Source: an optimization exercise on an open RTL-to-GDS flow (aim: small area). Production flows keep margins and buffers that such runs may drop.
Only simulation tests tie the RTL to the original design; equivalence was not proved.
Power figures rest on the tool's default switching activity, not on a simulated workload.

[flow/design.v]
module ball ( input Clk, Reset, frame_clk,
              input [15:0] keycode,
              input [9:0] DrawX, DrawY,
              output logic [9:0] ballX, ballY,
              output left_out, attack_out );
  logic fcd;
  logic [9:0] X, Y;
  logic mr, ml, md, mu, left, attack;
  wire [9:0] Xn, Yn;
  wire mrn, mln, mdn, mun, leftn, attackn;
  ball_next u_next(.X(X), .Y(Y), .mr(mr), .ml(ml), .md(md), .mu(mu), .left(left), .attack(attack),
                   .fcd(fcd), .frame_clk(frame_clk), .Reset(Reset), .k(keycode[7:0]),
                   .Xn(Xn), .Yn(Yn), .mrn(mrn), .mln(mln), .mdn(mdn), .mun(mun),
                   .leftn(leftn), .attackn(attackn));
  always_ff @(posedge Clk) begin
    fcd <= frame_clk;
    X <= Xn; Y <= Yn;
    mr <= mrn; ml <= mln; md <= mdn; mu <= mun;
    left <= leftn; attack <= attackn;
  end
  assign ballX = X; assign ballY = Y;
  assign left_out = left; assign attack_out = attack;
endmodule
module ball_next(input [9:0] X, input [9:0] Y, input mr, input ml, input md, input mu, input left, input attack, input fcd, input frame_clk, input Reset, input [7:0] k, output [9:0] Xn, output [9:0] Yn, output mrn, output mln, output mdn, output mun, output leftn, output attackn);
  wire new_n64, new_n65, new_n66, new_n67, new_n68, new_n69, new_n71,
    new_n72, new_n73, new_n74, new_n75, new_n76, new_n77, new_n79, new_n80,
    new_n81, new_n82, new_n83, new_n84, new_n85, new_n86, new_n87, new_n89,
    new_n90, new_n91, new_n92, new_n93, new_n94, new_n95, new_n97, new_n98,
    new_n99, new_n100, new_n101, new_n102, new_n103, new_n104, new_n105,
    new_n107, new_n108, new_n109, new_n110, new_n111, new_n112, new_n113,
    new_n114, new_n115, new_n116, new_n118, new_n119, new_n120, new_n121,
    new_n122, new_n123, new_n124, new_n125, new_n127, new_n128, new_n129,
    new_n130, new_n131, new_n132, new_n133, new_n134, new_n135, new_n136,
    new_n137, new_n138, new_n139, new_n141, new_n142, new_n143, new_n144,
    new_n145, new_n146, new_n147, new_n149, new_n150, new_n151, new_n152,
    new_n153, new_n154, new_n155, new_n157, new_n158, new_n159, new_n160,
    new_n161, new_n163, new_n164, new_n165, new_n166, new_n167, new_n168,
    new_n169, new_n171, new_n172, new_n173, new_n174, new_n175, new_n176,
    new_n177, new_n179, new_n180, new_n181, new_n182, new_n183, new_n184,
    new_n185, new_n186, new_n188, new_n189, new_n190, new_n191, new_n192,
    new_n193, new_n194, new_n195, new_n196, new_n197, new_n199, new_n200,
    new_n201, new_n202, new_n203, new_n204, new_n205, new_n206, new_n208,
    new_n209, new_n210, new_n211, new_n212, new_n213, new_n214, new_n215,
    new_n216, new_n217, new_n218, new_n219, new_n220, new_n221, new_n223,
    new_n224, new_n225, new_n226, new_n227, new_n228, new_n229, new_n230,
    new_n231, new_n232, new_n233, new_n234, new_n235, new_n236, new_n237,
    new_n238, new_n239, new_n240, new_n241, new_n242, new_n243, new_n244,
    new_n245, new_n246, new_n247, new_n248, new_n249, new_n250, new_n251,
    new_n252, new_n253, new_n254, new_n255, new_n256, new_n258, new_n259,
    new_n260, new_n261, new_n262, new_n263, new_n264, new_n265, new_n266,
    new_n268, new_n269, new_n270, new_n271, new_n272, new_n273, new_n274,
    new_n275, new_n276, new_n278, new_n279, new_n280, new_n281, new_n282,
    new_n283, new_n284, new_n285, new_n286, new_n287, new_n288, new_n289,
    new_n290, new_n291, new_n292, new_n293, new_n294, new_n295, new_n296,
    new_n297, new_n298, new_n299, new_n300, new_n301, new_n302, new_n303,
    new_n304, new_n305, new_n306, new_n307, new_n308, new_n309, new_n310,
    new_n311, new_n312, new_n313, new_n314, new_n315, new_n316, new_n317,
    new_n318, new_n319, new_n320, new_n321, new_n322, new_n323, new_n324,
    new_n325, new_n326, new_n327, new_n328, new_n329, new_n330, new_n331,
    new_n332, new_n333, new_n334, new_n335, new_n336, new_n337, new_n338,
    new_n339, new_n340, new_n341, new_n342, new_n343, new_n344, new_n345,
    new_n346, new_n347, new_n348, new_n349, new_n350, new_n351, new_n352,
    new_n353, new_n354, new_n355, new_n356, new_n357, new_n358, new_n359,
    new_n360, new_n361, new_n362, new_n363, new_n364, new_n365, new_n366,
    new_n367, new_n368, new_n369, new_n370, new_n371, new_n372, new_n373,
    new_n374, new_n375, new_n376, new_n377, new_n378, new_n379, new_n380,
    new_n381, new_n382, new_n383, new_n384, new_n385, new_n386, new_n387,
    new_n388, new_n389, new_n390, new_n391, new_n392, new_n393, new_n394,
    new_n395, new_n396, new_n397, new_n398, new_n399, new_n400, new_n401,
    new_n402, new_n403, new_n404, new_n405, new_n406, new_n407, new_n408,
    new_n409, new_n410, new_n411, new_n412, new_n413, new_n414, new_n415,
    new_n416, new_n417, new_n418, new_n419, new_n420, new_n421, new_n422,
    new_n423, new_n424, new_n425, new_n426, new_n427, new_n428, new_n429,
    new_n430, new_n431, new_n432, new_n433, new_n434, new_n435, new_n436,
    new_n437, new_n438, new_n439, new_n440, new_n441, new_n442, new_n443,
    new_n444, new_n445, new_n446, new_n447, new_n448, new_n449, new_n450,
    new_n451, new_n452, new_n453, new_n454, new_n455, new_n456, new_n457,
    new_n458, new_n459, new_n460, new_n461, new_n462, new_n463, new_n464,
    new_n465, new_n466, new_n467, new_n468, new_n469, new_n470, new_n471,
    new_n472, new_n473, new_n474, new_n475, new_n476, new_n477, new_n478,
    new_n479, new_n480, new_n481, new_n482, new_n483, new_n484, new_n485,
    new_n486, new_n487, new_n488, new_n489, new_n490, new_n491, new_n492,
    new_n493, new_n494, new_n495, new_n496, new_n497, new_n498, new_n499,
    new_n500, new_n501, new_n502, new_n503, new_n504, new_n505, new_n506,
    new_n507, new_n508, new_n509, new_n510, new_n511, new_n512, new_n513,
    new_n514, new_n515, new_n516, new_n517, new_n518, new_n519, new_n520,
    new_n521, new_n522, new_n523, new_n524, new_n525, new_n526, new_n527,
    new_n528, new_n529, new_n530, new_n531, new_n532, new_n533, new_n534,
    new_n535, new_n536, new_n537, new_n538, new_n539, new_n540, new_n541,
    new_n542, new_n543, new_n544, new_n545, new_n546, new_n547, new_n548,
    new_n549, new_n550, new_n551, new_n552, new_n553, new_n554, new_n555,
    new_n556, new_n557, new_n558, new_n559, new_n560, new_n561, new_n562,
    new_n563, new_n564, new_n565, new_n566, new_n567, new_n568, new_n569,
    new_n570, new_n571, new_n572, new_n573, new_n574, new_n575, new_n576,
    new_n577, new_n578, new_n579, new_n580, new_n581, new_n582, new_n583,
    new_n584, new_n585, new_n586, new_n587, new_n588, new_n589, new_n590,
    new_n591, new_n592, new_n593, new_n594, new_n595, new_n596, new_n597,
    new_n598, new_n599, new_n600, new_n601, new_n602, new_n603, new_n604,
    new_n605, new_n606, new_n607, new_n608, new_n609, new_n610, new_n611,
    new_n612, new_n613, new_n614, new_n615, new_n616, new_n617, new_n618,
    new_n619, new_n620, new_n621, new_n622, new_n623, new_n624, new_n625,
    new_n626, new_n627, new_n628, new_n629, new_n630, new_n631, new_n632,
    new_n633, new_n634, new_n635, new_n636, new_n637, new_n638, new_n639,
    new_n640, new_n641, new_n642, new_n643, new_n644, new_n645, new_n646,
    new_n647, new_n648, new_n649, new_n650, new_n651, new_n652, new_n653,
    new_n654, new_n655, new_n656, new_n657, new_n658, new_n659, new_n660,
    new_n661, new_n662, new_n663, new_n664, new_n665, new_n666, new_n667,
    new_n668, new_n669, new_n670, new_n671, new_n672, new_n673, new_n674,
    new_n675, new_n676, new_n677, new_n678, new_n679, new_n680, new_n681,
    new_n682, new_n683, new_n684, new_n685, new_n686, new_n687, new_n688,
    new_n689, new_n690, new_n691, new_n692, new_n693, new_n694, new_n695,
    new_n696, new_n697, new_n698, new_n699, new_n700, new_n701, new_n702,
    new_n703, new_n704, new_n705, new_n706, new_n707, new_n708, new_n709,
    new_n710, new_n711, new_n712, new_n713, new_n714, new_n715, new_n716,
    new_n717, new_n718, new_n719, new_n720, new_n721, new_n722, new_n723,
    new_n724, new_n725, new_n726, new_n727, new_n728, new_n729, new_n730,
    new_n731, new_n732, new_n733, new_n734, new_n735, new_n736, new_n737,
    new_n738, new_n739, new_n740, new_n741, new_n743, new_n744, new_n745,
    new_n746, new_n747, new_n748, new_n749, new_n750, new_n751, new_n753,
    new_n754, new_n755, new_n756, new_n757, new_n758, new_n759, new_n760,
    new_n761, new_n763, new_n764, new_n765, new_n766, new_n767, new_n768,
    new_n769, new_n771, new_n772, new_n774, new_n775;
  assign new_n64 = ~fcd & frame_clk;
  assign new_n65 = ~mr & ~ml;
  assign new_n66 = new_n64 & ~new_n65;
  assign new_n67 = ~X[0] & ~new_n66;
  assign new_n68 = X[0] & new_n66;
  assign new_n69 = ~Reset & ~new_n68;
  assign Xn[0] = ~new_n67 & new_n69;
  assign new_n71 = X[0] & ~mr;
  assign new_n72 = ~X[0] & ~ml;
  assign new_n73 = new_n64 & ~new_n72;
  assign new_n74 = ~new_n71 & new_n73;
  assign new_n75 = ~X[1] & ~new_n74;
  assign new_n76 = X[1] & new_n74;
  assign new_n77 = ~Reset & ~new_n76;
  assign Xn[1] = ~new_n75 & new_n77;
  assign new_n79 = X[0] & X[1];
  assign new_n80 = mr & new_n79;
  assign new_n81 = ~X[0] & ~X[1];
  assign new_n82 = ml & new_n81;
  assign new_n83 = ~new_n80 & ~new_n82;
  assign new_n84 = new_n64 & ~new_n83;
  assign new_n85 = X[2] & new_n84;
  assign new_n86 = ~X[2] & ~new_n84;
  assign new_n87 = ~Reset & ~new_n86;
  assign Xn[2] = ~new_n85 & new_n87;
  assign new_n89 = X[1] & X[2];
  assign new_n90 = ~X[1] & ~X[2];
  assign new_n91 = ~new_n89 & ~new_n90;
  assign new_n92 = new_n84 & ~new_n91;
  assign new_n93 = ~X[3] & ~new_n92;
  assign new_n94 = X[3] & new_n92;
  assign new_n95 = ~Reset & ~new_n94;
  assign Xn[3] = ~new_n93 & new_n95;
  assign new_n97 = ~X[1] & X[2];
  assign new_n98 = X[2] & X[3];
  assign new_n99 = ~X[1] & ~X[3];
  assign new_n100 = ~new_n98 & ~new_n99;
  assign new_n101 = ~new_n97 & ~new_n100;
  assign new_n102 = new_n84 & new_n101;
  assign new_n103 = ~X[4] & ~new_n102;
  assign new_n104 = X[4] & new_n102;
  assign new_n105 = ~Reset & ~new_n104;
  assign Xn[4] = ~new_n103 & new_n105;
  assign new_n107 = ~X[2] & ~X[3];
  assign new_n108 = ~X[4] & new_n107;
  assign new_n109 = ~X[1] & new_n108;
  assign new_n110 = X[3] & new_n89;
  assign new_n111 = X[4] & new_n110;
  assign new_n112 = ~new_n109 & ~new_n111;
  assign new_n113 = new_n84 & ~new_n112;
  assign new_n114 = X[5] & new_n113;
  assign new_n115 = ~X[5] & ~new_n113;
  assign new_n116 = ~Reset & ~new_n115;
  assign Xn[5] = ~new_n114 & new_n116;
  assign new_n118 = ~X[4] & ~X[5];
  assign new_n119 = X[4] & ~new_n107;
  assign new_n120 = X[5] & new_n119;
  assign new_n121 = ~new_n118 & ~new_n120;
  assign new_n122 = new_n113 & ~new_n121;
  assign new_n123 = X[6] & ~new_n122;
  assign new_n124 = ~X[6] & new_n122;
  assign new_n125 = ~Reset & ~new_n124;
  assign Xn[6] = new_n123 | ~new_n125;
  assign new_n127 = ~X[4] & ~new_n98;
  assign new_n128 = X[5] & ~new_n127;
  assign new_n129 = ~X[4] & new_n81;
  assign new_n130 = X[6] & ~new_n129;
  assign new_n131 = new_n128 & new_n130;
  assign new_n132 = X[3] & ~new_n90;
  assign new_n133 = new_n118 & ~new_n132;
  assign new_n134 = ~X[6] & new_n133;
  assign new_n135 = ~new_n131 & ~new_n134;
  assign new_n136 = new_n113 & ~new_n135;
  assign new_n137 = X[7] & new_n136;
  assign new_n138 = ~X[7] & ~new_n136;
  assign new_n139 = ~Reset & ~new_n138;
  assign Xn[7] = ~new_n137 & new_n139;
  assign new_n141 = ~X[6] & X[7];
  assign new_n142 = X[6] & ~X[7];
  assign new_n143 = ~new_n141 & ~new_n142;
  assign new_n144 = new_n136 & new_n143;
  assign new_n145 = ~X[8] & new_n144;
  assign new_n146 = X[8] & ~new_n144;
  assign new_n147 = ~Reset & ~new_n146;
  assign Xn[8] = new_n145 | ~new_n147;
  assign new_n149 = X[7] & X[8];
  assign new_n150 = ~X[7] & ~X[8];
  assign new_n151 = ~new_n149 & ~new_n150;
  assign new_n152 = new_n144 & ~new_n151;
  assign new_n153 = ~X[9] & ~new_n152;
  assign new_n154 = X[9] & new_n152;
  assign new_n155 = ~Reset & ~new_n154;
  assign Xn[9] = ~new_n153 & new_n155;
  assign new_n157 = ~md & ~mu;
  assign new_n158 = new_n64 & ~new_n157;
  assign new_n159 = ~Y[0] & ~new_n158;
  assign new_n160 = Y[0] & new_n158;
  assign new_n161 = ~Reset & ~new_n160;
  assign Yn[0] = ~new_n159 & new_n161;
  assign new_n163 = Y[0] & ~md;
  assign new_n164 = ~Y[0] & ~mu;
  assign new_n165 = new_n64 & ~new_n164;
  assign new_n166 = ~new_n163 & new_n165;
  assign new_n167 = Y[1] & new_n166;
  assign new_n168 = ~Y[1] & ~new_n166;
  assign new_n169 = ~Reset & ~new_n168;
  assign Yn[1] = ~new_n167 & new_n169;
  assign new_n171 = Y[0] & Y[1];
  assign new_n172 = ~Y[0] & ~Y[1];
  assign new_n173 = ~new_n171 & ~new_n172;
  assign new_n174 = new_n166 & ~new_n173;
  assign new_n175 = Y[2] & new_n174;
  assign new_n176 = ~Y[2] & ~new_n174;
  assign new_n177 = ~Reset & ~new_n176;
  assign Yn[2] = ~new_n175 & new_n177;
  assign new_n179 = ~Y[2] & ~new_n171;
  assign new_n180 = Y[2] & ~new_n172;
  assign new_n181 = ~new_n179 & ~new_n180;
  assign new_n182 = ~new_n173 & ~new_n181;
  assign new_n183 = new_n166 & new_n182;
  assign new_n184 = Y[3] & new_n183;
  assign new_n185 = ~Y[3] & ~new_n183;
  assign new_n186 = ~Reset & ~new_n185;
  assign Yn[3] = ~new_n184 & new_n186;
  assign new_n188 = Y[0] & Y[2];
  assign new_n189 = Y[1] & new_n188;
  assign new_n190 = ~Y[3] & ~new_n189;
  assign new_n191 = Y[2] & Y[3];
  assign new_n192 = ~new_n172 & new_n191;
  assign new_n193 = ~new_n190 & ~new_n192;
  assign new_n194 = new_n183 & ~new_n193;
  assign new_n195 = Y[4] & ~new_n194;
  assign new_n196 = ~Y[4] & new_n194;
  assign new_n197 = ~Reset & ~new_n196;
  assign Yn[4] = new_n195 | ~new_n197;
  assign new_n199 = Y[4] & new_n191;
  assign new_n200 = ~Y[2] & ~Y[3];
  assign new_n201 = ~Y[4] & new_n200;
  assign new_n202 = ~new_n199 & ~new_n201;
  assign new_n203 = new_n183 & ~new_n202;
  assign new_n204 = ~Y[5] & new_n203;
  assign new_n205 = Y[5] & ~new_n203;
  assign new_n206 = ~Reset & ~new_n205;
  assign Yn[5] = new_n204 | ~new_n206;
  assign new_n208 = Y[4] & ~Y[5];
  assign new_n209 = Y[3] & new_n208;
  assign new_n210 = ~new_n182 & new_n209;
  assign new_n211 = ~Y[4] & Y[5];
  assign new_n212 = ~Y[3] & new_n211;
  assign new_n213 = ~Y[1] & new_n212;
  assign new_n214 = Y[3] & ~new_n172;
  assign new_n215 = new_n208 & new_n214;
  assign new_n216 = ~new_n213 & ~new_n215;
  assign new_n217 = ~new_n210 & new_n216;
  assign new_n218 = new_n203 & new_n217;
  assign new_n219 = ~Y[6] & new_n218;
  assign new_n220 = Y[6] & ~new_n218;
  assign new_n221 = ~Reset & ~new_n220;
  assign Yn[6] = new_n219 | ~new_n221;
  assign new_n223 = ~Y[1] & ~Y[2];
  assign new_n224 = ~Y[5] & new_n223;
  assign new_n225 = ~Y[3] & new_n224;
  assign new_n226 = ~Y[0] & new_n225;
  assign new_n227 = ~Y[4] & ~Y[5];
  assign new_n228 = Y[6] & ~new_n227;
  assign new_n229 = ~new_n226 & new_n228;
  assign new_n230 = Y[3] & ~new_n223;
  assign new_n231 = new_n227 & ~new_n230;
  assign new_n232 = ~new_n199 & ~new_n231;
  assign new_n233 = ~new_n229 & new_n232;
  assign new_n234 = ~Y[1] & new_n233;
  assign new_n235 = ~Y[3] & ~new_n180;
  assign new_n236 = Y[4] & Y[5];
  assign new_n237 = new_n235 & new_n236;
  assign new_n238 = new_n192 & new_n211;
  assign new_n239 = ~new_n237 & ~new_n238;
  assign new_n240 = ~new_n179 & new_n231;
  assign new_n241 = Y[3] & ~Y[5];
  assign new_n242 = ~Y[4] & ~new_n179;
  assign new_n243 = new_n241 & ~new_n242;
  assign new_n244 = ~new_n240 & ~new_n243;
  assign new_n245 = new_n239 & new_n244;
  assign new_n246 = ~new_n234 & ~new_n245;
  assign new_n247 = ~new_n211 & new_n233;
  assign new_n248 = Y[5] & Y[6];
  assign new_n249 = ~Y[6] & new_n190;
  assign new_n250 = ~new_n248 & ~new_n249;
  assign new_n251 = ~new_n247 & new_n250;
  assign new_n252 = ~new_n246 & new_n251;
  assign new_n253 = new_n218 & ~new_n252;
  assign new_n254 = Y[7] & ~new_n253;
  assign new_n255 = ~Y[7] & new_n253;
  assign new_n256 = ~Reset & ~new_n255;
  assign Yn[7] = new_n254 | ~new_n256;
  assign new_n258 = Y[6] & Y[7];
  assign new_n259 = Y[5] & new_n258;
  assign new_n260 = ~Y[6] & ~Y[7];
  assign new_n261 = ~Y[5] & new_n260;
  assign new_n262 = ~new_n259 & ~new_n261;
  assign new_n263 = new_n218 & ~new_n262;
  assign new_n264 = ~Y[8] & ~new_n263;
  assign new_n265 = Y[8] & new_n263;
  assign new_n266 = ~Reset & ~new_n265;
  assign Yn[8] = ~new_n264 & new_n266;
  assign new_n268 = ~Y[8] & new_n261;
  assign new_n269 = ~new_n180 & new_n268;
  assign new_n270 = Y[8] & new_n258;
  assign new_n271 = ~new_n179 & new_n270;
  assign new_n272 = ~new_n269 & ~new_n271;
  assign new_n273 = new_n218 & ~new_n272;
  assign new_n274 = ~Y[9] & ~new_n273;
  assign new_n275 = Y[9] & new_n273;
  assign new_n276 = ~Reset & ~new_n275;
  assign Yn[9] = ~new_n274 & new_n276;
  assign new_n278 = ~X[3] & X[8];
  assign new_n279 = new_n143 & new_n278;
  assign new_n280 = X[0] & ~X[6];
  assign new_n281 = new_n279 & new_n280;
  assign new_n282 = X[3] & ~X[6];
  assign new_n283 = ~X[0] & new_n149;
  assign new_n284 = new_n282 & new_n283;
  assign new_n285 = ~new_n281 & ~new_n284;
  assign new_n286 = new_n111 & ~new_n285;
  assign new_n287 = ~X[5] & ~X[6];
  assign new_n288 = ~X[2] & X[7];
  assign new_n289 = ~new_n287 & ~new_n288;
  assign new_n290 = ~X[1] & ~new_n289;
  assign new_n291 = ~X[5] & new_n149;
  assign new_n292 = X[5] & ~X[8];
  assign new_n293 = X[3] & ~new_n292;
  assign new_n294 = ~new_n291 & new_n293;
  assign new_n295 = ~new_n290 & ~new_n294;
  assign new_n296 = X[0] & ~X[1];
  assign new_n297 = X[3] & new_n118;
  assign new_n298 = new_n296 & new_n297;
  assign new_n299 = new_n295 & new_n298;
  assign new_n300 = ~new_n286 & ~new_n299;
  assign new_n301 = new_n252 & ~new_n300;
  assign new_n302 = X[1] & ~X[2];
  assign new_n303 = ~X[0] & new_n302;
  assign new_n304 = ~X[9] & new_n150;
  assign new_n305 = new_n297 & new_n304;
  assign new_n306 = new_n303 & new_n305;
  assign new_n307 = ~Y[4] & ~Y[6];
  assign new_n308 = Y[4] & ~Y[7];
  assign new_n309 = ~new_n307 & ~new_n308;
  assign new_n310 = new_n225 & ~new_n309;
  assign new_n311 = new_n306 & ~new_n310;
  assign new_n312 = ~new_n301 & ~new_n311;
  assign new_n313 = Y[7] & ~new_n312;
  assign new_n314 = ~X[3] & new_n304;
  assign new_n315 = new_n79 & new_n120;
  assign new_n316 = new_n314 & new_n315;
  assign new_n317 = ~X[6] & new_n99;
  assign new_n318 = ~new_n118 & ~new_n317;
  assign new_n319 = X[7] & ~X[8];
  assign new_n320 = ~X[0] & new_n319;
  assign new_n321 = ~new_n287 & new_n320;
  assign new_n322 = ~new_n318 & new_n321;
  assign new_n323 = ~new_n316 & ~new_n322;
  assign new_n324 = ~Y[4] & new_n258;
  assign new_n325 = ~new_n214 & new_n324;
  assign new_n326 = ~new_n245 & new_n325;
  assign new_n327 = Y[3] & new_n211;
  assign new_n328 = Y[1] & Y[2];
  assign new_n329 = new_n327 & new_n328;
  assign new_n330 = ~new_n236 & ~new_n329;
  assign new_n331 = ~new_n200 & new_n236;
  assign new_n332 = ~new_n330 & ~new_n331;
  assign new_n333 = ~new_n210 & ~new_n332;
  assign new_n334 = ~Y[6] & Y[7];
  assign new_n335 = ~new_n333 & new_n334;
  assign new_n336 = ~new_n326 & ~new_n335;
  assign new_n337 = ~new_n323 & ~new_n336;
  assign new_n338 = ~Y[7] & ~new_n228;
  assign new_n339 = ~new_n310 & ~new_n338;
  assign new_n340 = new_n280 & new_n288;
  assign new_n341 = X[5] & new_n142;
  assign new_n342 = ~X[0] & X[2];
  assign new_n343 = new_n341 & new_n342;
  assign new_n344 = ~new_n340 & ~new_n343;
  assign new_n345 = ~new_n231 & new_n258;
  assign new_n346 = X[3] & X[4];
  assign new_n347 = X[1] & ~X[8];
  assign new_n348 = new_n346 & new_n347;
  assign new_n349 = ~new_n345 & new_n348;
  assign new_n350 = ~new_n344 & new_n349;
  assign new_n351 = new_n339 & new_n350;
  assign new_n352 = ~new_n337 & ~new_n351;
  assign new_n353 = ~new_n313 & new_n352;
  assign new_n354 = ~Y[8] & ~new_n353;
  assign new_n355 = new_n199 & new_n259;
  assign new_n356 = ~Y[8] & ~new_n355;
  assign new_n357 = X[6] & new_n319;
  assign new_n358 = new_n297 & new_n357;
  assign new_n359 = Y[8] & ~new_n260;
  assign new_n360 = new_n81 & ~new_n359;
  assign new_n361 = new_n358 & new_n360;
  assign new_n362 = ~new_n356 & new_n361;
  assign new_n363 = Y[8] & new_n260;
  assign new_n364 = ~Y[9] & new_n363;
  assign new_n365 = new_n227 & new_n364;
  assign new_n366 = ~Y[7] & ~new_n229;
  assign new_n367 = ~Y[8] & ~new_n366;
  assign new_n368 = ~new_n365 & ~new_n367;
  assign new_n369 = new_n282 & new_n296;
  assign new_n370 = new_n304 & new_n369;
  assign new_n371 = ~X[4] & new_n370;
  assign new_n372 = ~new_n368 & new_n371;
  assign new_n373 = ~new_n362 & ~new_n372;
  assign new_n374 = ~X[2] & ~new_n373;
  assign new_n375 = new_n231 & new_n245;
  assign new_n376 = new_n270 & ~new_n375;
  assign new_n377 = ~new_n172 & new_n199;
  assign new_n378 = new_n268 & ~new_n377;
  assign new_n379 = X[4] & X[5];
  assign new_n380 = X[6] & new_n379;
  assign new_n381 = X[9] & new_n380;
  assign new_n382 = ~X[6] & new_n118;
  assign new_n383 = new_n304 & new_n382;
  assign new_n384 = ~new_n381 & ~new_n383;
  assign new_n385 = ~new_n378 & ~new_n384;
  assign new_n386 = ~new_n376 & new_n385;
  assign new_n387 = ~new_n374 & ~new_n386;
  assign new_n388 = ~new_n354 & new_n387;
  assign new_n389 = ~Y[9] & ~new_n388;
  assign new_n390 = new_n260 & new_n330;
  assign new_n391 = ~Y[9] & new_n356;
  assign new_n392 = new_n149 & new_n391;
  assign new_n393 = ~new_n390 & new_n392;
  assign new_n394 = Y[1] & new_n199;
  assign new_n395 = ~Y[5] & ~Y[7];
  assign new_n396 = ~new_n394 & new_n395;
  assign new_n397 = new_n377 & new_n396;
  assign new_n398 = new_n110 & new_n382;
  assign new_n399 = ~new_n397 & new_n398;
  assign new_n400 = new_n393 & new_n399;
  assign new_n401 = ~X[6] & ~new_n128;
  assign new_n402 = X[5] & new_n132;
  assign new_n403 = new_n401 & ~new_n402;
  assign new_n404 = ~new_n110 & new_n118;
  assign new_n405 = X[6] & ~new_n404;
  assign new_n406 = new_n319 & ~new_n405;
  assign new_n407 = ~new_n403 & new_n406;
  assign new_n408 = ~Y[7] & ~Y[9];
  assign new_n409 = Y[6] & Y[8];
  assign new_n410 = new_n408 & new_n409;
  assign new_n411 = new_n90 & new_n346;
  assign new_n412 = new_n410 & new_n411;
  assign new_n413 = new_n332 & new_n412;
  assign new_n414 = new_n407 & new_n413;
  assign new_n415 = ~X[0] & ~new_n383;
  assign new_n416 = ~new_n414 & new_n415;
  assign new_n417 = ~new_n400 & new_n416;
  assign new_n418 = new_n211 & new_n235;
  assign new_n419 = new_n189 & new_n241;
  assign new_n420 = ~new_n418 & ~new_n419;
  assign new_n421 = ~new_n233 & new_n420;
  assign new_n422 = new_n217 & new_n421;
  assign new_n423 = ~Y[3] & new_n236;
  assign new_n424 = new_n363 & new_n423;
  assign new_n425 = new_n172 & new_n424;
  assign new_n426 = new_n260 & ~new_n331;
  assign new_n427 = Y[8] & ~new_n426;
  assign new_n428 = ~new_n425 & new_n427;
  assign new_n429 = new_n408 & new_n428;
  assign new_n430 = ~X[7] & ~X[9];
  assign new_n431 = new_n98 & new_n430;
  assign new_n432 = new_n382 & new_n431;
  assign new_n433 = new_n429 & new_n432;
  assign new_n434 = ~new_n422 & new_n433;
  assign new_n435 = ~new_n238 & new_n390;
  assign new_n436 = new_n391 & ~new_n435;
  assign new_n437 = Y[2] & new_n425;
  assign new_n438 = new_n201 & new_n261;
  assign new_n439 = ~new_n437 & ~new_n438;
  assign new_n440 = ~new_n331 & new_n410;
  assign new_n441 = ~new_n364 & ~new_n440;
  assign new_n442 = new_n439 & ~new_n441;
  assign new_n443 = ~new_n436 & ~new_n442;
  assign new_n444 = new_n358 & ~new_n443;
  assign new_n445 = ~X[4] & X[5];
  assign new_n446 = new_n282 & new_n445;
  assign new_n447 = ~new_n396 & new_n446;
  assign new_n448 = new_n393 & new_n447;
  assign new_n449 = ~new_n444 & ~new_n448;
  assign new_n450 = ~new_n434 & new_n449;
  assign new_n451 = new_n97 & ~new_n450;
  assign new_n452 = Y[6] & ~new_n201;
  assign new_n453 = new_n429 & ~new_n452;
  assign new_n454 = ~new_n440 & ~new_n453;
  assign new_n455 = X[9] & new_n287;
  assign new_n456 = new_n411 & new_n455;
  assign new_n457 = ~new_n454 & new_n456;
  assign new_n458 = X[0] & ~new_n381;
  assign new_n459 = ~new_n457 & new_n458;
  assign new_n460 = ~new_n451 & new_n459;
  assign new_n461 = ~new_n417 & ~new_n460;
  assign new_n462 = new_n193 & new_n453;
  assign new_n463 = ~Y[4] & ~new_n191;
  assign new_n464 = new_n410 & ~new_n463;
  assign new_n465 = ~new_n339 & new_n464;
  assign new_n466 = ~new_n462 & ~new_n465;
  assign new_n467 = new_n212 & new_n410;
  assign new_n468 = ~new_n182 & new_n467;
  assign new_n469 = ~new_n171 & new_n468;
  assign new_n470 = ~X[0] & ~new_n469;
  assign new_n471 = new_n466 & new_n470;
  assign new_n472 = new_n248 & ~new_n453;
  assign new_n473 = new_n442 & ~new_n472;
  assign new_n474 = X[0] & ~new_n473;
  assign new_n475 = X[0] & new_n302;
  assign new_n476 = new_n341 & new_n475;
  assign new_n477 = X[7] & new_n287;
  assign new_n478 = new_n97 & new_n477;
  assign new_n479 = ~new_n476 & ~new_n478;
  assign new_n480 = X[4] & new_n278;
  assign new_n481 = ~new_n479 & new_n480;
  assign new_n482 = ~new_n474 & new_n481;
  assign new_n483 = ~new_n471 & new_n482;
  assign new_n484 = new_n366 & new_n436;
  assign new_n485 = ~new_n365 & ~new_n484;
  assign new_n486 = new_n306 & ~new_n485;
  assign new_n487 = ~new_n200 & new_n231;
  assign new_n488 = new_n333 & ~new_n487;
  assign new_n489 = new_n370 & new_n379;
  assign new_n490 = ~X[3] & new_n382;
  assign new_n491 = X[9] & new_n81;
  assign new_n492 = Y[5] & new_n79;
  assign new_n493 = new_n149 & new_n492;
  assign new_n494 = ~new_n491 & ~new_n493;
  assign new_n495 = new_n490 & ~new_n494;
  assign new_n496 = ~new_n489 & ~new_n495;
  assign new_n497 = X[2] & new_n410;
  assign new_n498 = ~new_n496 & new_n497;
  assign new_n499 = new_n302 & new_n379;
  assign new_n500 = ~Y[6] & ~Y[8];
  assign new_n501 = Y[5] & Y[7];
  assign new_n502 = new_n500 & new_n501;
  assign new_n503 = ~X[0] & ~Y[9];
  assign new_n504 = ~Y[0] & Y[2];
  assign new_n505 = new_n503 & ~new_n504;
  assign new_n506 = new_n502 & new_n505;
  assign new_n507 = new_n499 & new_n506;
  assign new_n508 = new_n314 & new_n507;
  assign new_n509 = ~new_n498 & ~new_n508;
  assign new_n510 = ~new_n488 & ~new_n509;
  assign new_n511 = new_n303 & new_n446;
  assign new_n512 = ~X[9] & ~new_n319;
  assign new_n513 = new_n511 & ~new_n512;
  assign new_n514 = new_n436 & new_n513;
  assign new_n515 = ~new_n285 & new_n499;
  assign new_n516 = new_n79 & new_n432;
  assign new_n517 = ~new_n306 & ~new_n516;
  assign new_n518 = ~new_n299 & new_n517;
  assign new_n519 = ~new_n515 & new_n518;
  assign new_n520 = ~new_n245 & new_n364;
  assign new_n521 = ~new_n519 & new_n520;
  assign new_n522 = ~Y[9] & new_n511;
  assign new_n523 = new_n490 & new_n503;
  assign new_n524 = ~new_n427 & new_n523;
  assign new_n525 = ~new_n522 & ~new_n524;
  assign new_n526 = ~new_n260 & ~new_n396;
  assign new_n527 = new_n181 & new_n327;
  assign new_n528 = ~Y[8] & ~new_n527;
  assign new_n529 = ~new_n526 & new_n528;
  assign new_n530 = ~new_n89 & new_n490;
  assign new_n531 = X[9] & ~new_n530;
  assign new_n532 = ~new_n428 & new_n531;
  assign new_n533 = ~new_n529 & new_n532;
  assign new_n534 = ~new_n525 & new_n533;
  assign new_n535 = ~new_n521 & ~new_n534;
  assign new_n536 = ~new_n514 & new_n535;
  assign new_n537 = ~new_n510 & new_n536;
  assign new_n538 = ~new_n486 & new_n537;
  assign new_n539 = ~X[0] & new_n97;
  assign new_n540 = new_n429 & new_n539;
  assign new_n541 = ~new_n421 & new_n540;
  assign new_n542 = new_n375 & ~new_n440;
  assign new_n543 = ~new_n441 & new_n475;
  assign new_n544 = ~new_n542 & new_n543;
  assign new_n545 = ~new_n541 & ~new_n544;
  assign new_n546 = new_n319 & new_n446;
  assign new_n547 = ~new_n545 & new_n546;
  assign new_n548 = ~Y[4] & ~Y[8];
  assign new_n549 = ~new_n188 & ~new_n548;
  assign new_n550 = ~Y[5] & ~new_n549;
  assign new_n551 = Y[4] & new_n504;
  assign new_n552 = ~new_n248 & ~new_n551;
  assign new_n553 = ~new_n550 & new_n552;
  assign new_n554 = Y[2] & Y[6];
  assign new_n555 = new_n235 & new_n554;
  assign new_n556 = new_n553 & new_n555;
  assign new_n557 = ~Y[2] & new_n171;
  assign new_n558 = Y[4] & new_n557;
  assign new_n559 = new_n248 & new_n558;
  assign new_n560 = X[6] & ~new_n559;
  assign new_n561 = ~new_n556 & new_n560;
  assign new_n562 = ~new_n468 & ~new_n561;
  assign new_n563 = new_n442 & ~new_n562;
  assign new_n564 = new_n466 & ~new_n563;
  assign new_n565 = new_n279 & new_n315;
  assign new_n566 = ~new_n564 & new_n565;
  assign new_n567 = ~new_n547 & ~new_n566;
  assign new_n568 = new_n538 & new_n567;
  assign new_n569 = ~new_n483 & new_n568;
  assign new_n570 = ~new_n461 & new_n569;
  assign new_n571 = ~new_n389 & new_n570;
  assign new_n572 = ~new_n111 & new_n143;
  assign new_n573 = new_n150 & new_n403;
  assign new_n574 = ~X[8] & ~X[9];
  assign new_n575 = ~new_n141 & ~new_n150;
  assign new_n576 = new_n574 & ~new_n575;
  assign new_n577 = ~new_n573 & new_n576;
  assign new_n578 = ~new_n572 & new_n577;
  assign new_n579 = X[5] & new_n346;
  assign new_n580 = X[7] & new_n579;
  assign new_n581 = new_n578 & ~new_n580;
  assign new_n582 = ~new_n90 & new_n346;
  assign new_n583 = new_n150 & new_n455;
  assign new_n584 = ~new_n582 & new_n583;
  assign new_n585 = ~X[9] & new_n149;
  assign new_n586 = ~new_n490 & new_n585;
  assign new_n587 = ~new_n584 & ~new_n586;
  assign new_n588 = ~new_n581 & new_n587;
  assign new_n589 = new_n558 & ~new_n588;
  assign new_n590 = ~new_n99 & new_n119;
  assign new_n591 = new_n477 & ~new_n590;
  assign new_n592 = new_n120 & new_n142;
  assign new_n593 = ~new_n591 & ~new_n592;
  assign new_n594 = new_n557 & ~new_n593;
  assign new_n595 = ~X[6] & new_n404;
  assign new_n596 = X[8] & ~new_n595;
  assign new_n597 = ~Y[1] & new_n188;
  assign new_n598 = ~new_n596 & new_n597;
  assign new_n599 = new_n593 & new_n598;
  assign new_n600 = ~new_n594 & ~new_n599;
  assign new_n601 = ~X[6] & ~new_n579;
  assign new_n602 = ~X[7] & ~new_n601;
  assign new_n603 = ~new_n119 & new_n141;
  assign new_n604 = ~new_n602 & ~new_n603;
  assign new_n605 = ~new_n189 & ~new_n604;
  assign new_n606 = X[5] & X[7];
  assign new_n607 = new_n328 & ~new_n606;
  assign new_n608 = new_n605 & new_n607;
  assign new_n609 = new_n600 & ~new_n608;
  assign new_n610 = X[7] & ~new_n401;
  assign new_n611 = new_n574 & ~new_n610;
  assign new_n612 = ~X[9] & ~Y[4];
  assign new_n613 = ~new_n611 & new_n612;
  assign new_n614 = ~new_n609 & new_n613;
  assign new_n615 = ~new_n589 & ~new_n614;
  assign new_n616 = Y[8] & new_n248;
  assign new_n617 = ~new_n615 & new_n616;
  assign new_n618 = X[5] & ~new_n111;
  assign new_n619 = ~new_n405 & ~new_n618;
  assign new_n620 = new_n149 & ~new_n619;
  assign new_n621 = ~X[9] & ~new_n620;
  assign new_n622 = new_n189 & ~new_n621;
  assign new_n623 = X[8] & ~new_n135;
  assign new_n624 = X[6] & ~new_n133;
  assign new_n625 = ~X[8] & new_n624;
  assign new_n626 = ~Y[0] & ~new_n328;
  assign new_n627 = new_n430 & new_n626;
  assign new_n628 = ~new_n625 & new_n627;
  assign new_n629 = ~new_n623 & new_n628;
  assign new_n630 = ~new_n622 & ~new_n629;
  assign new_n631 = X[9] & ~new_n573;
  assign new_n632 = new_n208 & new_n554;
  assign new_n633 = Y[1] & new_n211;
  assign new_n634 = new_n500 & new_n633;
  assign new_n635 = ~new_n632 & ~new_n634;
  assign new_n636 = Y[7] & ~new_n635;
  assign new_n637 = ~new_n631 & new_n636;
  assign new_n638 = ~new_n630 & new_n637;
  assign new_n639 = ~Y[3] & ~new_n638;
  assign new_n640 = ~new_n617 & new_n639;
  assign new_n641 = ~X[4] & ~new_n110;
  assign new_n642 = X[5] & ~new_n641;
  assign new_n643 = new_n141 & ~new_n642;
  assign new_n644 = new_n596 & new_n643;
  assign new_n645 = ~new_n407 & ~new_n644;
  assign new_n646 = ~X[9] & new_n259;
  assign new_n647 = new_n558 & new_n646;
  assign new_n648 = ~new_n645 & new_n647;
  assign new_n649 = X[2] & new_n346;
  assign new_n650 = ~X[5] & ~new_n649;
  assign new_n651 = X[6] & new_n89;
  assign new_n652 = Y[0] & Y[6];
  assign new_n653 = ~new_n108 & ~new_n652;
  assign new_n654 = ~new_n651 & ~new_n653;
  assign new_n655 = ~new_n650 & new_n654;
  assign new_n656 = ~new_n143 & new_n574;
  assign new_n657 = new_n224 & ~new_n228;
  assign new_n658 = new_n656 & new_n657;
  assign new_n659 = ~X[7] & ~new_n579;
  assign new_n660 = Y[0] & ~Y[8];
  assign new_n661 = Y[4] & new_n660;
  assign new_n662 = ~new_n258 & ~new_n661;
  assign new_n663 = ~new_n659 & ~new_n662;
  assign new_n664 = new_n658 & new_n663;
  assign new_n665 = ~new_n655 & new_n664;
  assign new_n666 = Y[3] & ~new_n665;
  assign new_n667 = ~new_n648 & new_n666;
  assign new_n668 = ~new_n640 & ~new_n667;
  assign new_n669 = new_n310 & new_n577;
  assign new_n670 = new_n611 & new_n645;
  assign new_n671 = new_n307 & ~new_n670;
  assign new_n672 = Y[6] & new_n208;
  assign new_n673 = ~new_n304 & new_n672;
  assign new_n674 = ~new_n671 & ~new_n673;
  assign new_n675 = ~Y[1] & ~Y[7];
  assign new_n676 = new_n191 & new_n675;
  assign new_n677 = ~new_n631 & new_n676;
  assign new_n678 = ~new_n674 & new_n677;
  assign new_n679 = ~new_n669 & ~new_n678;
  assign new_n680 = new_n660 & ~new_n679;
  assign new_n681 = new_n531 & new_n557;
  assign new_n682 = new_n600 & ~new_n602;
  assign new_n683 = new_n575 & ~new_n605;
  assign new_n684 = ~new_n682 & new_n683;
  assign new_n685 = ~new_n681 & ~new_n684;
  assign new_n686 = new_n424 & ~new_n631;
  assign new_n687 = ~new_n685 & new_n686;
  assign new_n688 = ~new_n179 & ~new_n439;
  assign new_n689 = ~Y[7] & new_n307;
  assign new_n690 = new_n419 & new_n689;
  assign new_n691 = ~new_n403 & new_n690;
  assign new_n692 = ~new_n688 & ~new_n691;
  assign new_n693 = ~new_n624 & ~new_n692;
  assign new_n694 = new_n215 & new_n500;
  assign new_n695 = ~new_n403 & new_n694;
  assign new_n696 = ~new_n326 & ~new_n695;
  assign new_n697 = ~new_n79 & new_n107;
  assign new_n698 = new_n380 & ~new_n697;
  assign new_n699 = ~Y[0] & ~Y[2];
  assign new_n700 = ~new_n698 & new_n699;
  assign new_n701 = ~new_n696 & new_n700;
  assign new_n702 = ~new_n693 & ~new_n701;
  assign new_n703 = new_n304 & ~new_n702;
  assign new_n704 = new_n108 & new_n583;
  assign new_n705 = ~new_n585 & ~new_n704;
  assign new_n706 = ~new_n578 & new_n705;
  assign new_n707 = new_n556 & ~new_n706;
  assign new_n708 = ~new_n611 & new_n688;
  assign new_n709 = ~X[7] & ~new_n121;
  assign new_n710 = X[5] & new_n582;
  assign new_n711 = new_n141 & ~new_n710;
  assign new_n712 = X[8] & ~new_n405;
  assign new_n713 = ~new_n711 & new_n712;
  assign new_n714 = ~new_n709 & new_n713;
  assign new_n715 = ~new_n631 & ~new_n714;
  assign new_n716 = new_n708 & new_n715;
  assign new_n717 = new_n272 & ~new_n716;
  assign new_n718 = ~new_n707 & new_n717;
  assign new_n719 = ~new_n703 & new_n718;
  assign new_n720 = ~new_n687 & new_n719;
  assign new_n721 = ~new_n680 & new_n720;
  assign new_n722 = ~new_n668 & new_n721;
  assign new_n723 = new_n571 & new_n722;
  assign new_n724 = ~k[5] & ~k[6];
  assign new_n725 = ~k[7] & new_n724;
  assign new_n726 = k[1] & new_n725;
  assign new_n727 = k[2] & ~k[3];
  assign new_n728 = new_n726 & new_n727;
  assign new_n729 = k[0] & ~k[4];
  assign new_n730 = new_n64 & new_n729;
  assign new_n731 = new_n728 & new_n730;
  assign new_n732 = ~Reset & new_n731;
  assign new_n733 = new_n723 & new_n732;
  assign new_n734 = ~Reset & new_n64;
  assign new_n735 = ~new_n571 & new_n734;
  assign new_n736 = new_n150 & new_n302;
  assign new_n737 = new_n295 & ~new_n736;
  assign new_n738 = new_n735 & ~new_n737;
  assign new_n739 = ~Reset & ~new_n64;
  assign new_n740 = mr & new_n739;
  assign new_n741 = ~new_n738 & ~new_n740;
  assign mrn = new_n733 | ~new_n741;
  assign new_n743 = new_n735 & new_n737;
  assign new_n744 = ml & new_n739;
  assign new_n745 = ~k[0] & ~k[1];
  assign new_n746 = ~k[4] & new_n745;
  assign new_n747 = new_n734 & new_n746;
  assign new_n748 = new_n725 & new_n747;
  assign new_n749 = new_n727 & new_n748;
  assign new_n750 = new_n723 & new_n749;
  assign new_n751 = ~new_n744 & ~new_n750;
  assign mln = new_n743 | ~new_n751;
  assign new_n753 = md & new_n739;
  assign new_n754 = new_n571 & new_n734;
  assign new_n755 = ~k[0] & k[4];
  assign new_n756 = new_n728 & new_n755;
  assign new_n757 = new_n722 & ~new_n756;
  assign new_n758 = new_n553 & ~new_n558;
  assign new_n759 = ~new_n722 & new_n758;
  assign new_n760 = ~new_n757 & ~new_n759;
  assign new_n761 = new_n754 & new_n760;
  assign mdn = new_n753 | new_n761;
  assign new_n763 = mu & new_n739;
  assign new_n764 = ~k[2] & k[3];
  assign new_n765 = new_n755 & new_n764;
  assign new_n766 = new_n726 & new_n765;
  assign new_n767 = new_n722 & new_n766;
  assign new_n768 = ~new_n759 & ~new_n767;
  assign new_n769 = new_n754 & ~new_n768;
  assign mun = new_n763 | new_n769;
  assign new_n771 = left & ~Reset;
  assign new_n772 = ~new_n749 & ~new_n771;
  assign leftn = ~new_n731 & ~new_n772;
  assign new_n774 = new_n748 & new_n764;
  assign new_n775 = attack & new_n739;
  assign attackn = new_n774 | new_n775;
endmodule
[flow/flow/run.sh]
#!/bin/bash
# Own layout flow: the standard flow (standard.sh) with two changes:
#  - synthesis: the standard flow's synthesis script unchanged, except that ABC's cell mapping uses
#    flow/area.abc (area-oriented mapping) instead of ORFS's abc_area.script;
#  - placement: the port buffers are the smallest buffer cell (buf_1).
# Registers, their names and cells are the standard synthesis's.
set -euo pipefail
here=$(pwd)
{ head -n 1 synth_recipe.tcl; cat flow/abc_override.tcl; tail -n +2 synth_recipe.tcl; } > my_synth.tcl
sed "s#SYNTH_SCRIPT=[^ ]*synth_recipe.tcl#SYNTH_SCRIPT=$here/my_synth.tcl#" standard.sh > my_standard.sh
grep -q "SYNTH_SCRIPT=$here/my_synth.tcl" my_standard.sh
export MY_ABC_SCRIPT=$here/flow/area.abc
export BUFFER_PORTS_ARGS="-buffer_cell sky130_fd_sc_hd__buf_1"
bash my_standard.sh > flow.log 2>&1
[flow/flow/abc_override.tcl]
# ABC runs with the script named by MY_ABC_SCRIPT in place of the one synth.tcl passes.
proc abc {args} {
  set i [lsearch -exact $args -script]
  if { $i >= 0 } { lset args [expr {$i + 1}] $::env(MY_ABC_SCRIPT) }
  puts "abc (own flow script): $args"
  yosys abc {*}$args
}
[flow/flow/area.abc]
strash
dch -f
amap
topo
[flow/standard.sh]
#!/bin/bash
# synth_recipe.tcl (not shown) runs the flow's synth.tcl, then flattens the netlist and writes it again
# the make line also repeats each setting of config.mk as NAME=value (left out here)
make -C /OpenROAD-flow-scripts/flow DESIGN_CONFIG=/design/flow/config.mk WORK_HOME=/design/flow/orfs CLKGATE_MAP_FILE= SYNTH_SCRIPT=/design/flow/synth_recipe.tcl "${@:-finish}"
[flow/config.mk]
export PLATFORM = sky130hd
export DESIGN_NAME = ball
export DESIGN_NICKNAME = ball
export VERILOG_FILES = /design/flow/design.v
export SDC_FILE = /design/flow/constraint.sdc
export NUM_CORES = 4
export LEC_CHECK = 0
export ABC_AREA = 1
export CAP_MARGIN = 20
export CORE_MARGIN = 2
export CORE_UTILIZATION = 40
export SLEW_MARGIN = 20
[flow/constraint.sdc]
create_clock -name core_clock -period 10.0 [get_ports {Clk}]
set_input_delay 2.0000 -clock core_clock [delete_from_list [all_inputs] [get_ports {Clk}]]
set_output_delay 2.0000 -clock core_clock [all_outputs]
set_load 0.01 [all_outputs]
==> results.txt <==
stage by stage:
stage          instance area (µm²)  std cells  total power [mW]  setup slack (ns)  utilization
2_1_floorplan                 2950        475             0.113              6.24            -
3_3_place_gp                  3200        607             0.118              5.51        0.446
3_5_place_dp                  3200        607             0.118              5.45        0.446
4_1_cts                       3250        611             0.189              5.59        0.452
5_1_grt                       3250        611             0.193              5.19        0.452
6_report                      3250        612             0.187              5.35        0.453
flip-flops by register name, indices dropped and copies added, names as in the netlist:
register  count
left          1
Y            10
mu            1
attack        1
md            1
ml            1
mr            1
fcd           1
X            10
power by group through the flow:
stage                     logic [mW]  registers [mW]  clock network (mW)
after floorplan              0.00298           0.110                   0
final                        0.00791           0.108              0.0716
after CTS                    0.00784           0.108              0.0729
after detailed placement     0.00785           0.110                   0
after global placement       0.00743           0.110                   0
after global routing         0.00853           0.108              0.0767
area by class of cell:
| class | count | area share |
|---|---|---|
| flip-flops and latches | 27 | 0.166 |
| multi-input cells | 383 | 0.666 |
| clock inverters | 1 | 0.00154 |
| clock buffers | 3 | 0.0127 |
| well taps | 99 | 0.0381 |
| diodes | 1 | 0.000770 |
| repair buffers | 33 | 0.0393 |
| inverters | 65 | 0.0751 |
layout by cell type, fill, tap and decap left out, types with 4 or more instances in the layout:
cell	instances
nor2_1	110
o221a_1	4
ha_1	11
o221ai_1	11
o32a_1	6
clkinv_1	65
o22ai_1	4
nor3_1	19
or4_1	4
nand4_1	4
a211oi_1	16
nor4_1	8
o21ai_0	33
nand3_1	17
buf_1	32
a21oi_1	17
o2111ai_1	5
o21a_1	4
nand2_1	48
or3_1	9
dfxtp_1	27
a31oi_1	10
per-layer routing:
metal,vias up,GRT usage,share of wire,wire (µm)
li1,1839,-,-,-
met1,1853,0.430,0.42,5530
met2,336,0.492,0.42,5630
met3,74,0.0495,0.11,1450
met4,0,0.135,0.048,639
met5,-,0,0,0
worst min-delay path: stages (launching register included):
cell and delay (ns):
dfxtp_1 0.33, nand2_1 0.06, a21boi_0 0.06
kinds of logic (layout without fill, tap and decap cells):
group,count (synthesis),in the layout
AO/OA/AOI/OAI,144,144
adder cells (fa/ha/maj),11,11
buffers and inverters,65,102
flip-flops,27,27
other,0,1
AND/OR/NAND/NOR,228,228
how the worst max path moves through the flow:
stage                    from   end  slack [ns]  depth (start not counted)
global route             X[2]    mu        5.19                         18
finish                   X[2]    mu        5.35                         18
global placement    frame_clk  X[9]        5.51                         12
detailed placement  frame_clk  X[9]        5.45                         12
CTS                      X[2]    mu        5.59                         18
floorplan           frame_clk  X[9]        6.24                         11
==> metrics.md <==
| Metric | Value |
|---|---|
| CTS Buffer Depth | `2` |
| Chip width | `89.8 µm` |
| Worst Path Max Fanout | `8` |
| Clk sinks | `27` |
| CTS Hold Buffers Added | `0` |
| Hold Path Class | `register to register` |
| IO Count | `61` |
| Post-synth top area share | `0.183` |
| P_leak | `0.896 nW` |
| Slew @ Worst Pin | `0.829 ns` |
| Crit Path Class | `register to register` |
| CP bufs+invs | `2` |
| Yosys warns | `1` |
| Synth Register Bits | `27` |
| Synth Area in Compound Gates | `0.349` |
| Critical Path Start Type | `register` |
| Setup bufs post-CTS | `0` |
| Primary FF master, synth | `dfxtp_1` |
| DRC violations left | `0` |
| Fill count | `796` |
| Root Buffer | `clkbuf_8` |
| Register-to-register setup slack | `5.35 ns` |
| Max-cap violations | `0` |
| Pre-antenna DRT Iters | `6` |
| Antenna viol nets, final | `0` |
| Area Overhead vs Synth | `10.2%` |
| Routed WL per cell | `21.6 µm` |
| Top cells by area, synth | `dfxtp_1 18%, nor2_1 14%, clkinv_1 8.3%, nand2_1 6.1%, o21ai_0 5.6%` |
| CP most frequent cell | `o21ai_0` |
| 1st-iter DRT viols | `694` |
| Final GP Congestion | `1.02` |
| Initial core utilization | `0.411` |
| Total die area | `8070 µm²` |
| Largest net degree at the start of global routing | `20` |
| Reg2Reg Depth | `18` |
| Slew HR | `0.442` |
| Xor/xnor share of the synthesized area | `0` |
| Vias in the first global route | `3706` |
| Combinational family with the most area after synthesis | `compound AO/OA/AOI/OAI gates` |
| Antenna violations before repair | `1` |
| Count leader, synth | `nor2_1` |
| Synth Area in Simple Gates | `0.338` |
| Outcome | `complete, no violations` |
| Top post-synthesis cells by count | `110 x nor2_1, 65 x clkinv_1, 48 x nand2_1` |
| Power Internal | `0.138 mW` |
| DR vias/cell | `6.70` |
| Sequential area share after synthesis | `0.183` |
| CTS tree | `yes` |
| VDD IR-drop max | `0.0484 mV` |
| Total gr overflow | `0` |
| CP required | `10.22 ns` |
| Syn Nets | `525` |
| Crit path time final | `4.65 ns` |
| Skew final | `0.00488 ns` |
| Worst reg2reg path startpoint | `X[2]` |
| Max incr delay on CP | `0.67 ns` |
| Max Slew Vio Count | `0` |
| Port bufs | `32` |
| First-pass GRT wire length | `20300 µm` |
| Final setup TNS | `0 ns` |
| Setup crit end kind | `register` |
| Largest area contributor in the netlist | `dfxtp_1` |
| Gate power share | `0.042` |
| Rows | `31` |
| Worst Hold Path EP | `left` |
| RSZ-0062 raised after global routing | `no` |
| Drt total wl | `13200 µm` |
| FF-to-FF End | `mu` |
| Sequential cell area | `541 µm²` |
| Number of synthesized flops with an enable pin | `0` |
| Via count | `4102` |
| Multi-input gate area | `2160 µm²` |
| Core area | `7180 µm²` |
| # nets final | `563` |
| H-tree depth reported by CTS | `1` |
| PD cells | `57.7 nW/µm²` |
| CTS resizes | `0` |
| Num CTS Buffers | `3` |
| Worst hold start | `left` |
| Critical path, cell by cell | `clkinv_1 -> nor2_1 -> o21ai_0 -> nand2_1 -> a21oi_1 -> clkinv_1 -> nor2_1 -> nor3_1 -> o21ai_0 -> a21oi_1 -> o21ai_0 -> o41a_1 -> nor3_1 -> nor3_1 -> o21ai_0 -> nor3b_1 -> nor2_1 -> o22ai_1` |
| Die H | `89.8 µm` |
| Worst-Skew Late Latency | `0.29 ns` |
| Post-synthesis mux area share | `0` |
| Number of setup violations in the final report | `0` |
| Synth Instances | `475` |
| Slowest cell on crit path | `o21ai_0` |
| Reg clk slew, reported paths | `0.12 ns` |
| Total GRT Usage | `0.314` |
| Hold Path Stages | `2` |
| Period utilization | `0.465` |
| Critical Path AT | `4.88 ns` |
| Mapped Area | `2950 µm²` |
| Clock power frac | `0.382` |
| Mapped Avg Cell Area | `6.21 µm²` |
| Final Hold Vio Count | `0` |
| Dpl hpwl | `10200 µm` |
| Sw Ratio | `0.262` |
| Async SR Flop Fraction | `0` |
| Hold slack | `0.485 ns` |
| Top delay family on crit path | `simple AND/OR/NAND/NOR gates` |
| Flop pwr share | `0.576` |
| Post-synthesis adder-cell area fraction | `0.0467` |
| Layout cell share with drive strength beyond 1 | `0.00977` |
| Max Clk Rate | `0.215 GHz` |
| Sw power | `0.0492 mW` |
| Library cells used by synthesis | `46` |

[port drivers added, routing unchanged]
How much do the figures lean on ideal ports? The routed layout below was timed once more, with nothing changed but the port constraints. Step 1: set_driving_cell puts a clkbuf_16 on Clk and a buf_2 on each other input, an assumption about the parent block. Step 2 also shifts input and output timing later by t, the mid clock arrival at the registers, as if the neighbouring blocks saw the same clock. Slacks: ideal ports / drivers / drivers and shift; pairs: ideal ports / drivers.
shift t [ns]: 0.321
setup slack, ns: 5.349 / 5.349 / 5.349
worst setup path after step 2: register to register
worst register clock-pin slew, ns: 0.12 / 0.12
worst data-port slew with drivers (ns): 0.03
After both steps setup and hold are still met in this run. The setup slack of this run moves by 0.000 ns with the drivers and by 0.000 ns with both steps.
